What follows belongs to an exercise in optimizing a design on an open flow for small area; a production flow would make more cautious choices.
At most, simulation tests tie the RTL to the original design; equivalence was not proved.
No activity file was given, so power comes from the tool's default toggle rates.

## JK
==> module fp_adder, before the edit <==
module fp_adder ( input  wire [31:0] a ,
                  input  wire [31:0] b ,
                  output wire [31:0] s
                );
genvar i;
wire [7:0]  ea = a[30:23], eb = b[30:23];
wire [22:0] ma = a[22:0],  mb = b[22:0];
wire        sub = a[31] ^ b[31];
wire        hx = |ea | |eb;
wire        hy = |ea & |eb;
wire special = ~(|ea[7:1] | |eb[7:1]) & (ea[0] ^ eb[0]);
wire swap = a[30:0] < b[30:0];
wire [31:0] x = swap ? b : a;
wire [31:0] y = swap ? a : b;
wire [7:0]  ex = x[30:23];
wire [7:0] d = swap ? eb - ea : ea - eb;
wire big = |d[7:5];
wire [4:0] sh = special ? 5'd0 : (d[4:0] | {5{big}});
wire [25:0] r0 = {hy, y[22:0], 2'b00};
wire [25:0] r1 = sh[0] ? {1'b0,  r0[25:1]} : r0;
wire [25:0] r2 = sh[1] ? {2'b0,  r1[25:2]} : r1;
wire [25:0] r3 = sh[2] ? {4'b0,  r2[25:4]} : r2;
wire [25:0] r4 = sh[3] ? {8'b0,  r3[25:8]} : r3;
wire [25:0] r5 = sh[4] ? {16'b0, r4[25:16]} : r4;
wire sticky = (sh[1] & r1[1]) | (sh[2] & |r2[3:0]) | (sh[3] & |r3[7:0]) | (sh[4] & |r4[15:0]);
wire [27:0] aa = {1'b0, hx, x[22:0], 3'b000};
wire [27:0] bb = {1'b0, r5, sticky} ^ {28{sub}};
wire [27:0] u;
wire [28:0] c; wire [27:0] p = aa ^ bb, g = aa & bb;
assign c[0] = sub;
generate for (i = 0; i < 28; i = i + 4) begin : g_add
  wire c1 = g[i] | (p[i] & c[i]);
  wire c2 = g[i+1] | (p[i+1] & g[i]) | (p[i+1] & p[i] & c[i]);
  wire c3 = g[i+2] | (p[i+2] & g[i+1]) | (p[i+2] & p[i+1] & g[i]) | (p[i+2] & p[i+1] & p[i] & c[i]);
  assign u[i] = p[i] ^ c[i];
  assign u[i+1] = p[i+1] ^ c1;
  assign u[i+2] = p[i+2] ^ c2;
  if (i + 3 < 27) begin : g_u
    assign u[i+3] = p[i+3] ^ c3;
  end else begin : g_u27
    assign u[27] = c3 & ~sub;
  end
  assign c[i+4] = g[i+3] | (p[i+3] & g[i+2]) | (p[i+3] & p[i+2] & g[i+1]) | (p[i+3] & p[i+2] & p[i+1] & g[i]) | (p[i+3] & p[i+2] & p[i+1] & p[i] & c[i]);
end endgenerate
reg  [4:0]  lz;
integer k;
always @* begin
  lz = 5'd28;
  for (k = 0; k < 28; k = k + 1)
    if (u[k]) lz = 5'd27 - k;
end
wire [7:0] cap = (sub && ex != 8'd0) ? ex : 8'd1;
wire       le  = (|cap[7:5]) | ~(lz > cap[4:0]);
wire [4:0] t   = le ? lz : cap[4:0];
wire [27:0] l0 = u;
wire [27:0] l1 = t[0] ? {l0[26:0], 1'b0}  : l0;
wire [27:0] l2 = t[1] ? {l1[25:0], 2'b0}  : l1;
wire [27:0] l3 = t[2] ? {l2[23:0], 4'b0}  : l2;
wire [27:0] l4 = t[3] ? {l3[19:0], 8'b0}  : l3;
wire [27:0] l5 = t[4] ? {l4[11:0], 16'b0} : l4;
wire [26:0] n1 = l5[27:1];
wire rnd = n1[2] & (n1[1] | n1[0] | n1[3]);
wire [22:0] m;
wire r27;
wire [23:0] rc;
wire [6:0] gc;
assign gc[0] = rnd;
generate for (i = 0; i < 6; i = i + 1) begin : g_rg
  assign gc[i+1] = gc[i] & (&n1[3+4*i+3:3+4*i]);
end endgenerate
generate for (i = 0; i < 23; i = i + 1) begin : g_rnd
  if ((i % 4) == 0) begin : g0
    assign rc[i] = gc[i/4];
  end else begin : g1
    assign rc[i] = gc[i/4] & (&n1[3+i-1:3+(i/4)*4]);
  end
  assign m[i] = n1[3+i] ^ rc[i];
end endgenerate
assign r27 = gc[5] & (&n1[25:23]) & n1[26];
wire [7:0] e2;
assign e2 = ex + 8'd1 - t + r27;
assign s = {x[31], e2 & {8{n1[26]}}, m};
endmodule
Settings: LEC_CHECK=0, ABC_AREA=1, CAP_MARGIN=20, CORE_MARGIN=2, CORE_UTILIZATION=40, SLEW_MARGIN=20; clock period 15.0 ns.
run.sh (not shown) runs the stock make flow with config.mk's settings and CLKGATE_MAP_FILE= SYNTH_SCRIPT=/design/flow/synth_recipe.tcl, a recipe that flattens the netlist after the stock synthesis.
In summary, JK completed successfully, with a layout that passed the timing, design-rule and antenna checks.
> inputs changed (JK -> MS)
diff --git a/flow/design.v b/flow/design.v
--- a/flow/design.v
+++ b/flow/design.v
@@ -42,24 +42,18 @@
 wire [27:0] aa = {1'b0, hx, x[22:0], 3'b000};
 wire [27:0] bb = {1'b0, r5, sticky} ^ {28{sub}};
 wire [27:0] u;
 wire [28:0] c; wire [27:0] p = aa ^ bb, g = aa & bb;
 assign c[0] = sub;
-generate for (i = 0; i < 28; i = i + 4) begin : g_add
-  wire c1 = g[i] | (p[i] & c[i]);
-  wire c2 = g[i+1] | (p[i+1] & g[i]) | (p[i+1] & p[i] & c[i]);
-  wire c3 = g[i+2] | (p[i+2] & g[i+1]) | (p[i+2] & p[i+1] & g[i]) | (p[i+2] & p[i+1] & p[i] & c[i]);
+generate for (i = 0; i < 28; i = i + 2) begin : g_add
   assign u[i] = p[i] ^ c[i];
-  assign u[i+1] = p[i+1] ^ c1;
-  assign u[i+2] = p[i+2] ^ c2;
-  if (i + 3 < 27) begin : g_u
-    assign u[i+3] = p[i+3] ^ c3;
-  end else begin : g_u27
-    assign u[27] = c3 & ~sub;
+  if (i + 1 < 27) begin : g_u
+    assign u[i+1] = p[i+1] ^ (g[i] | (p[i] & c[i]));
   end
-  assign c[i+4] = g[i+3] | (p[i+3] & g[i+2]) | (p[i+3] & p[i+2] & g[i+1]) | (p[i+3] & p[i+2] & p[i+1] & g[i]) | (p[i+3] & p[i+2] & p[i+1] & p[i] & c[i]);
+  assign c[i+2] = g[i+1] | (p[i+1] & g[i]) | (p[i+1] & p[i] & c[i]);
 end endgenerate
+assign u[27] = (g[26] | (p[26] & c[26])) & ~sub;
 reg  [4:0]  lz;
 integer k;
 always @* begin
   lz = 5'd28;
   for (k = 0; k < 28; k = k + 1)
- MS did not stop at any stage, and its layout met the timing, design-rule and antenna checks.
- Global-route usage essentially unchanged between JK and MS.
- JK → MS: combined area of all synthesized cells now sits lower, layout clock buffer count now sits higher, number of core rows now sits lower.
- Compared with JK, MS shows number of instances in the synthesized netlist lower by 48.
- MS has clock period minus worst slack above what JK had.
- The higher arrival time reported for the critical path endpoint of MS and JK is in MS.
- Total power (lower): MS
For JK, only the layout was checked, not whether the RTL still works.

========
== before ==
Another version of the RTL of fp_adder_top (not shown whole).
Size: about 930 cells after synthesis, about 97 I/O pins, about 7400 µm² of cells after synthesis.
==> module fpa_and2, before the edit <==
module fpa_and2 ( input wire a, input wire b, output wire y );
assign y = a & b;
endmodule
==> module fpa_and3, before the edit <==
module fpa_and3 ( input wire a, input wire b, input wire c, output wire y );
assign y = a & b & c;
endmodule
==> module fpa_and4, before the edit <==
module fpa_and4 ( input wire a, input wire b, input wire c, input wire d, output wire y );
assign y = a & b & c & d;
endmodule
==> module fpa_pround, before the edit <==
module fpa_pround ( input wire [27:0] u, input wire sub, input wire [7:0] ex,
                    output wire [27:0] rn, output wire rovf, output wire [2:0] tc,
                    output wire hp01 );
wire [27:0] r;
assign rn = ~r;
wire t0 = ~sub & u[27];
wire t1 = sub ? (u[26] | (ex[7:1] == 7'd0)) : ~u[27];
wire t2 = sub & ~u[26] & u[25] & (ex[7:1] != 7'd0);
wire rnd0 = u[3] & (u[2] | u[1] | u[4]);
wire rnd1 = u[2] & (u[1] | u[0] | u[3]);
wire rnd2 = u[1] & (u[0] | u[2]);
wire c2 = t2 & rnd2;
wire c3 = (u[2] & c2) | (t1 & rnd1);
wire c4 = (u[3] & c3) | (t0 & rnd0);
assign r[1:0] = u[1:0];
assign r[2] = u[2] ^ c2;
assign r[3] = u[3] ^ c3;
wire [23:0] x = u[27:4];
wire [5:0]  ag, pg;                     
genvar i;
generate for (i = 0; i < 6; i = i + 1) begin : g_ag
  fpa_and4 u_a (.a(x[4*i]), .b(x[4*i+1]), .c(x[4*i+2]), .d(x[4*i+3]), .y(ag[i]));
end endgenerate
assign pg[0] = ag[0];
fpa_and2 u_p1 (.a(ag[0]), .b(ag[1]), .y(pg[1]));
fpa_and2 u_p2 (.a(pg[1]), .b(ag[2]), .y(pg[2]));
fpa_and3 u_p3 (.a(pg[1]), .b(ag[2]), .c(ag[3]), .y(pg[3]));
fpa_and2 u_p4 (.a(pg[3]), .b(ag[4]), .y(pg[4]));
fpa_and3 u_p5 (.a(pg[3]), .b(ag[4]), .c(ag[5]), .y(pg[5]));
wire [5:0]  gc = {pg[4:0], 1'b1} & {6{c4}};
generate for (i = 0; i < 24; i = i + 1) begin : g_bit
  if ((i % 4) == 0) begin : g0
    assign r[4+i] = x[i] ^ gc[i/4];
  end else begin : g1
    assign r[4+i] = x[i] ^ (gc[i/4] & (&x[i-1:(i/4)*4]));
  end
end endgenerate
wire        a22_0 = pg[4] & x[20] & x[21] & x[22];       
assign rovf = (t0 & rnd0 & pg[5]) | (t1 & rnd1 & u[3] & a22_0) |
              (t2 & rnd2 & u[3] & u[2] & pg[4] & x[20] & x[21]);
assign tc = {t2, t1, t0};
assign hp01 = t0 | (t1 & u[26]) | (t2 & u[25]);
endmodule
export LEC_CHECK = 0
export CAP_MARGIN = 10
export CORE_MARGIN = 2
export CORE_UTILIZATION = 55
export GPL_ROUTABILITY_DRIVEN = 0
export SETUP_SLACK_MARGIN = -0.5
export SLEW_MARGIN = 10
export SYNTH_HIERARCHICAL = 1
export SYNTH_MINIMUM_KEEP_SIZE = 0
create_clock -name core_clock -period 15.0 [get_ports {clk}]
standard.sh (not shown) runs the stock make flow with config.mk's settings and CLKGATE_MAP_FILE= SYNTH_SCRIPT=/design/flow/synth_recipe.tcl, a recipe that flattens the netlist after the stock synthesis.
==> flow/flow/run.sh <==
#!/bin/bash
# Layout flow: the standard ORFS flow (standard.sh), with these changes:
#  - synthesis maps each module with the ABC script flow/abc_area.script
#    (ABC_AREA=1; the script replaces ORFS's abc_area.script in a scripts
#    folder of links to ORFS's scripts),
#  - port buffers are sky130_fd_sc_hd__buf_1,
set -euo pipefail
F=$(pwd)
mkdir -p "$F/scripts"
for f in "$FLOW_HOME"/scripts/*; do ln -sf "$f" "$F/scripts/"; done
rm -f "$F/scripts/abc_area.script"
cp "$F/flow/abc_area.script" "$F/scripts/abc_area.script"
EXTRA=$(cat "$F/flow/extra_make_args" 2>/dev/null || true)
sed "s#\"\${@:-finish}\"#SCRIPTS_DIR=$F/scripts ABC_AREA=1 BUFFER_PORTS_ARGS='-buffer_cell sky130_fd_sc_hd__buf_1' $EXTRA \"\${@:-finish}\"#" standard.sh > "$F/my_standard.sh"
bash "$F/my_standard.sh" > "$F/flow_make.log" 2>&1
==> flow/flow/abc_area.script <==
strash
&get -n
&st
&dch -f
&nf -R 1000 -p
&put
==> flow/flow/extra_make_args <==
ADDER_MAP_FILE= SYNTH_INSBUF=0 SYNTH_OPERATIONS_ARGS=-noshare CTS_ARGS='-sink_clustering_enable -repair_clock_nets -buf_list sky130_fd_sc_hd__clkbuf_8 -dont_use_dummy_load'
--- input diff before..after ---
==> flow/design.v, changed modules only <==
module fpa_pround ( input wire [27:0] u, input wire sub, input wire [7:0] ex,
                    output wire [27:0] rn, output wire rovf, output wire [2:0] tc,
                    output wire hp01 );
wire [27:0] r;
assign rn = ~r;
wire t0 = ~sub & u[27];
wire t1 = sub ? (u[26] | (ex[7:1] == 7'd0)) : ~u[27];
wire t2 = sub & ~u[26] & u[25] & (ex[7:1] != 7'd0);
wire rnd0 = u[3] & (u[2] | u[1] | u[4]);
wire rnd1 = u[2] & (u[1] | u[0] | u[3]);
wire rnd2 = u[1] & (u[0] | u[2]);
wire c2 = t2 & rnd2;
wire c3 = (u[2] & c2) | (t1 & rnd1);
wire c4 = (u[3] & c3) | (t0 & rnd0);
assign r[1:0] = u[1:0];
assign r[2] = u[2] ^ c2;
assign r[3] = u[3] ^ c3;
wire [23:0] x = u[27:4];
wire [5:0]  ag;
genvar i;
generate for (i = 0; i < 6; i = i + 1) begin : g_ag
  assign ag[i] = &x[4*i+3:4*i];
end endgenerate
wire [5:0]  pg;                         
assign pg[0] = ag[0];
assign pg[1] = ag[0] & ag[1];
assign pg[2] = pg[1] & ag[2];
assign pg[3] = pg[1] & ag[2] & ag[3];
assign pg[4] = pg[3] & ag[4];
assign pg[5] = pg[3] & ag[4] & ag[5];
wire [5:0]  gc = {pg[4:0], 1'b1} & {6{c4}};
generate for (i = 0; i < 24; i = i + 1) begin : g_bit
  if ((i % 4) == 0) begin : g0
    assign r[4+i] = x[i] ^ gc[i/4];
  end else begin : g1
    assign r[4+i] = x[i] ^ (gc[i/4] & (&x[i-1:(i/4)*4]));
  end
end endgenerate
assign rovf = (t0 & rnd0 & (&u[27:4])) | (t1 & rnd1 & (&u[26:3])) | (t2 & rnd2 & (&u[25:2]));
assign tc = {t2, t1, t0};
assign hp01 = t0 | (t1 & u[26]) | (t2 & u[25]);
endmodule
// module fpa_and2 removed
// module fpa_and3 removed
// module fpa_and4 removed
==> comparison <==
Looking at before and after, the final HPWL from detailed placement is a wash.
Status: combinational logic power parity (after, before)
Diff after..before | inserted tap cell count | unchanged
Summary of after over before: setup slack of the critical path after layout saw a decrease; longest individual stage delay on the worst path saw a decrease; post-route core utilization saw little to no change; clock buffer count in the final layout saw little to no change.
Wire length of the first global-routing pass on after is up relative to before.
Going from before to after, starting density of the core now sits lower; total die area now sits lower.
In after, the critical path depth came out about 8% above the value in before.
Function not checked in before: the RTL went through the layout flow alone.

========
Setup of north:
fp_adder_top with an RTL version that a note above also has.
Size in the first run: ~920 cells after synthesis, roughly 97 I/O pins.
==> module fp_adder, before the edit <==
module fp_adder ( input  wire [31:0] a ,
                  input  wire [31:0] b ,
                  output wire [31:0] s
                );
wire [7:0]  ea = a[30:23], eb = b[30:23];
wire        sub = a[31] ^ b[31];
wire        hx  = |ea | |eb;            
wire        hy  = |ea & |eb;            
wire        special = ~(|ea[7:1] | |eb[7:1]) & (ea[0] ^ eb[0]);
wire [8:0]  dab = {1'b0, ea} - {1'b0, eb};
wire        ge = ~dab[8] & ((|dab[7:0]) | (a[22:0] >= b[22:0]));
wire [22:0] mxn, myn;
wire [7:0]  exn;
fpa_muxi #(.W(23)) u_mx (.a(a[22:0]), .b(b[22:0]), .s(ge), .sn(~ge), .y(mxn));
fpa_muxi #(.W(23)) u_my (.a(b[22:0]), .b(a[22:0]), .s(ge), .sn(~ge), .y(myn));
fpa_muxi #(.W(8))  u_ex (.a(ea), .b(eb), .s(ge), .sn(~ge), .y(exn));
wire [7:0]  ex = ~exn;
wire [4:0]  ng  = ~dab[4:0] + 5'd1;
wire        bign = ~((dab[8:5] == 4'b1111) & (|dab[4:0])) & (|dab);
wire [4:0]  d5  = ge ? dab[4:0] : ng;
wire        big = ge ? |dab[7:5] : bign;
wire [4:0]  sh  = special ? 5'd0 : (d5 | {5{big}});
wire        sgn = ge ? a[31] : b[31];
wire [25:0] al;
wire        sticky;
fpa_align u_aln (.mn({~hy, myn}), .sh(sh), .q(al), .sticky(sticky));
wire [27:0] u;
fpa_addsub u_add (.hx(hx), .mxn(mxn), .al(al), .sticky(sticky), .sub(sub), .u(u));
wire [4:0]  t;
fpa_lzcap u_lzc (.u(u), .ex(ex), .sub(sub), .t(t));
wire [27:0] rn;
wire        rovf, hp01;
wire [2:0]  tc;
fpa_pround u_prn (.u(u), .sub(sub), .ex(ex), .rn(rn), .rovf(rovf), .tc(tc), .hp01(hp01));
wire [27:0] n1;
fpa_norm u_nrm (.un(rn), .t(t), .n(n1));
wire [7:0]  e2;
fpa_final u_fin (.n26(n1[27]), .ex(ex), .t(t), .rovf(rovf), .tc(tc), .hp01(hp01), .e(e2));
assign s = {sgn, e2, n1[26:4]};
endmodule
==> module fpa_norm, before the edit <==
module fpa_norm ( input wire [27:0] un, input wire [4:0] t, output wire [27:0] n );
wire [4:0]  tn = ~t;
wire [27:0] l1, l2n, l3, l4n;
fpa_sh #(.W(28), .S(1),  .INV(1), .LEFT(1), .ZL(2)) u_s1 (.d(un),  .s(t[0]), .sn(tn[0]), .q(l1));
fpa_sh #(.W(28), .S(2),  .INV(0), .LEFT(1), .ZL(2)) u_s2 (.d(l1),  .s(t[1]), .sn(tn[1]), .q(l2n));
fpa_sh #(.W(28), .S(4),  .INV(1), .LEFT(1), .ZL(2)) u_s3 (.d(l2n), .s(t[2]), .sn(tn[2]), .q(l3));
fpa_sh #(.W(28), .S(8),  .INV(0), .LEFT(1), .ZL(2)) u_s4 (.d(l3),  .s(t[3]), .sn(tn[3]), .q(l4n));
fpa_sh #(.W(28), .S(16), .INV(1), .LEFT(1), .ZL(2)) u_s5 (.d(l4n), .s(t[4]), .sn(tn[4]), .q(n));
endmodule
==> module fpa_aoi21, before the edit <==
module fpa_aoi21 ( input wire a1, input wire a2, input wire b, output wire y );
assign y = ~((a1 & a2) | b);
endmodule
==> module fpa_oai21, before the edit <==
module fpa_oai21 ( input wire a1, input wire a2, input wire b1, output wire y );
assign y = ~((a1 | a2) & b1);
endmodule
==> module fpa_lzcap, before the edit <==
module fpa_lzcap ( input wire [27:0] u, input wire [7:0] ex, input wire sub,
                   output wire [4:0] t );
wire [31:0] x = {u[27:2], 6'b100000};
wire [15:0] v1; wire [15:0] p1;
wire [7:0]  v2; wire [15:0] p2;
wire [3:0]  v3; wire [11:0] p3;
wire [1:0]  v4; wire [7:0]  p4;
genvar j;
generate for (j = 0; j < 16; j = j + 1) begin : l1
  assign v1[j] = x[2*j+1] | x[2*j];
  assign p1[j] = ~x[2*j+1];
end endgenerate
generate for (j = 0; j < 8; j = j + 1) begin : l2
  assign v2[j] = v1[2*j+1] | v1[2*j];
  assign p2[2*j+1:2*j] = v1[2*j+1] ? {1'b0, p1[2*j+1]} : {1'b1, p1[2*j]};
end endgenerate
generate for (j = 0; j < 4; j = j + 1) begin : l3
  assign v3[j] = v2[2*j+1] | v2[2*j];
  assign p3[3*j+2:3*j] = v2[2*j+1] ? {1'b0, p2[4*j+3:4*j+2]} : {1'b1, p2[4*j+1:4*j]};
end endgenerate
generate for (j = 0; j < 2; j = j + 1) begin : l4
  assign v4[j] = v3[2*j+1] | v3[2*j];
  assign p4[4*j+3:4*j] = v3[2*j+1] ? {1'b0, p3[6*j+5:6*j+3]} : {1'b1, p3[6*j+2:6*j]};
end endgenerate
wire [4:0] lz = v4[1] ? {1'b0, p4[7:4]} : {1'b1, p4[3:0]};
wire [7:0] cap = (sub && ex != 8'd0) ? ex : 8'd1;
wire       le  = (|cap[7:5]) | ~(lz > cap[4:0]);
assign t = le ? lz : cap[4:0];
endmodule
Settings: LEC_CHECK=0, CAP_MARGIN=10, CORE_MARGIN=2, CORE_UTILIZATION=65, CTS_BUF_LIST=sky130_fd_sc_hd__clkbuf_8, SLEW_MARGIN=10, SYNTH_HIERARCHICAL=1, SYNTH_MINIMUM_KEEP_SIZE=0; clock period 15.0 ns.
==> flow/flow/run.sh <==
#!/bin/bash
# Layout flow: the standard ORFS flow with two changes:
#  - synthesis maps logic with the ABC script in flow/abc_area.script (ABC_AREA=1),
#  - port buffers are sky130_fd_sc_hd__buf_1.
# Each tool's output stays in orfs/logs/; make's own output goes to flow_make.log.
set -euo pipefail
F=$(pwd)
mkdir -p "$F/scripts"
for f in "$FLOW_HOME"/scripts/*; do ln -sf "$f" "$F/scripts/"; done
rm -f "$F/scripts/abc_area.script"
cp "$F/flow/abc_area.script" "$F/scripts/abc_area.script"
EXTRA=$(cat "$F/flow/extra_make_args" 2>/dev/null || true)
sed "s#\"\${@:-finish}\"#SCRIPTS_DIR=$F/scripts ABC_AREA=1 BUFFER_PORTS_ARGS='-buffer_cell sky130_fd_sc_hd__buf_1' $EXTRA \"\${@:-finish}\"#" standard.sh > "$F/my_standard.sh"
bash "$F/my_standard.sh" > "$F/flow_make.log" 2>&1
==> flow/flow/abc_area.script <==
strash
&get -n
&st
&dch -f
&nf -R 1000
&put
==> flow/flow/extra_make_args <==
ADDER_MAP_FILE= SYNTH_INSBUF=0 SYNTH_OPERATIONS_ARGS=-noshare
### north -> south
--- a/flow/design.v
+++ b/flow/design.v
@@ -24,6 +24,5 @@
 wire        hy  = |ea & |eb;            
 wire        special = ~(|ea[7:1] | |eb[7:1]) & (ea[0] ^ eb[0]);
-wire [8:0]  dab = {1'b0, ea} - {1'b0, eb};
-wire        ge = ~dab[8] & ((|dab[7:0]) | (a[22:0] >= b[22:0]));
+wire        ge = a[30:0] >= b[30:0];
 wire [22:0] mxn, myn;
 wire [7:0]  exn;
@@ -32,9 +31,7 @@
 fpa_muxi #(.W(8))  u_ex (.a(ea), .b(eb), .s(ge), .sn(~ge), .y(exn));
 wire [7:0]  ex = ~exn;
-wire [4:0]  ng  = ~dab[4:0] + 5'd1;
-wire        bign = ~((dab[8:5] == 4'b1111) & (|dab[4:0])) & (|dab);
-wire [4:0]  d5  = ge ? dab[4:0] : ng;
-wire        big = ge ? |dab[7:5] : bign;
-wire [4:0]  sh  = special ? 5'd0 : (d5 | {5{big}});
+wire [7:0]  dab = ea - eb, dba = eb - ea;
+wire [7:0]  d = ge ? dab : dba;
+wire [4:0]  sh = special ? 5'd0 : (d[4:0] | {5{|d[7:5]}});
 wire        sgn = ge ? a[31] : b[31];
 wire [25:0] al;
@@ -69,9 +66,9 @@
 wire [4:0]  tn = ~t;
 wire [27:0] l1, l2n, l3, l4n;
-fpa_sh #(.W(28), .S(1),  .INV(1), .LEFT(1), .ZL(2)) u_s1 (.d(un),  .s(t[0]), .sn(tn[0]), .q(l1));
-fpa_sh #(.W(28), .S(2),  .INV(0), .LEFT(1), .ZL(2)) u_s2 (.d(l1),  .s(t[1]), .sn(tn[1]), .q(l2n));
-fpa_sh #(.W(28), .S(4),  .INV(1), .LEFT(1), .ZL(2)) u_s3 (.d(l2n), .s(t[2]), .sn(tn[2]), .q(l3));
-fpa_sh #(.W(28), .S(8),  .INV(0), .LEFT(1), .ZL(2)) u_s4 (.d(l3),  .s(t[3]), .sn(tn[3]), .q(l4n));
-fpa_sh #(.W(28), .S(16), .INV(1), .LEFT(1), .ZL(2)) u_s5 (.d(l4n), .s(t[4]), .sn(tn[4]), .q(n));
+fpa_sh #(.W(28), .S(1),  .INV(1), .LEFT(1)) u_s1 (.d(un),  .s(t[0]), .sn(tn[0]), .q(l1));
+fpa_sh #(.W(28), .S(2),  .INV(0), .LEFT(1)) u_s2 (.d(l1),  .s(t[1]), .sn(tn[1]), .q(l2n));
+fpa_sh #(.W(28), .S(4),  .INV(1), .LEFT(1)) u_s3 (.d(l2n), .s(t[2]), .sn(tn[2]), .q(l3));
+fpa_sh #(.W(28), .S(8),  .INV(0), .LEFT(1)) u_s4 (.d(l3),  .s(t[3]), .sn(tn[3]), .q(l4n));
+fpa_sh #(.W(28), .S(16), .INV(1), .LEFT(1)) u_s5 (.d(l4n), .s(t[4]), .sn(tn[4]), .q(n));
 endmodule
 module fpa_sh #(parameter W = 26, parameter S = 1, parameter INV = 0,
@@ -113,10 +110,4 @@
 assign y = ~((a1 & a2) | (b1 & b2));
 endmodule
-module fpa_aoi21 ( input wire a1, input wire a2, input wire b, output wire y );
-assign y = ~((a1 & a2) | b);
-endmodule
-module fpa_oai21 ( input wire a1, input wire a2, input wire b1, output wire y );
-assign y = ~((a1 | a2) & b1);
-endmodule
 module fpa_nand2 ( input wire a, input wire b, output wire y );
 assign y = ~(a & b);
@@ -144,27 +135,11 @@
 module fpa_lzcap ( input wire [27:0] u, input wire [7:0] ex, input wire sub,
                    output wire [4:0] t );
-wire [31:0] x = {u[27:2], 6'b100000};
-wire [15:0] v1; wire [15:0] p1;
-wire [7:0]  v2; wire [15:0] p2;
-wire [3:0]  v3; wire [11:0] p3;
-wire [1:0]  v4; wire [7:0]  p4;
-genvar j;
-generate for (j = 0; j < 16; j = j + 1) begin : l1
-  assign v1[j] = x[2*j+1] | x[2*j];
-  assign p1[j] = ~x[2*j+1];
-end endgenerate
-generate for (j = 0; j < 8; j = j + 1) begin : l2
-  assign v2[j] = v1[2*j+1] | v1[2*j];
-  assign p2[2*j+1:2*j] = v1[2*j+1] ? {1'b0, p1[2*j+1]} : {1'b1, p1[2*j]};
-end endgenerate
-generate for (j = 0; j < 4; j = j + 1) begin : l3
-  assign v3[j] = v2[2*j+1] | v2[2*j];
-  assign p3[3*j+2:3*j] = v2[2*j+1] ? {1'b0, p2[4*j+3:4*j+2]} : {1'b1, p2[4*j+1:4*j]};
-end endgenerate
-generate for (j = 0; j < 2; j = j + 1) begin : l4
-  assign v4[j] = v3[2*j+1] | v3[2*j];
-  assign p4[4*j+3:4*j] = v3[2*j+1] ? {1'b0, p3[6*j+5:6*j+3]} : {1'b1, p3[6*j+2:6*j]};
-end endgenerate
-wire [4:0] lz = v4[1] ? {1'b0, p4[7:4]} : {1'b1, p4[3:0]};
+reg  [4:0] lz;
+integer k;
+always @* begin
+  lz = 5'd28;
+  for (k = 0; k < 28; k = k + 1)
+    if (u[k]) lz = 5'd27 - k;
+end
 wire [7:0] cap = (sub && ex != 8'd0) ? ex : 8'd1;
 wire       le  = (|cap[7:5]) | ~(lz > cap[4:0]);
Notes after the runs:
south: PASS, flow complete, no timing, DRC or antenna violations
Of north and south, the higher register-to-register slack belongs to south.
Share of cell area taken by flip-flops and latches | south below north
Compared to north, south has footprint of the multi-input gates about 3% higher.
Going from north to south, routed wire length on met2 moved down, final non-filler cell area moved up, final cell utilization of the core moved down, met1 track utilization from global routing moved down, critical path depth moved up.
Against north, total power in south came out better.
north → south: detailed route wirelength on metal3 moved down, overall die height increased by 1.4% relative to the old numbers, clock-pin slew of the registers on the worst-case setup and hold paths higher.

static timing again, ports no longer ideal:
In the flow no input, the clock included, has a driving cell. The finished layouts below were timed again as built, in two steps. Step 1: set_driving_cell puts a clkbuf_16 on clk and a buf_2 on each other input, an assumption about the parent block. Step 2 also shifts input and output timing later by t, the mid clock arrival at the registers, as if the neighbouring blocks saw the same clock. a / b / c = ideal / step 1 / step 2; a / b = the first two.
| run | t (ns) | slack for setup (ns) | worst register clock-pin slew, ns |
|---|---|---|---|
| JK | 0.402 | 1.776 / 1.776 / 1.776 | 0.07 / 0.07 |
| MS | 0.405 | 1.477 / 1.477 / 1.477 | 0.08 / 0.08 |
| before | 0.412 | 0.939 / 0.939 / 0.939 | 0.10 / 0.10 |
| after | 0.407 | 0.833 / 0.833 / 0.833 | 0.10 / 0.10 |
| north | 0.420 | 1.093 / 1.093 / 1.093 | 0.10 / 0.10 |
| south | 0.426 | 1.375 / 1.375 / 1.375 | 0.11 / 0.11 |
After both steps every run listed still meets setup and hold.
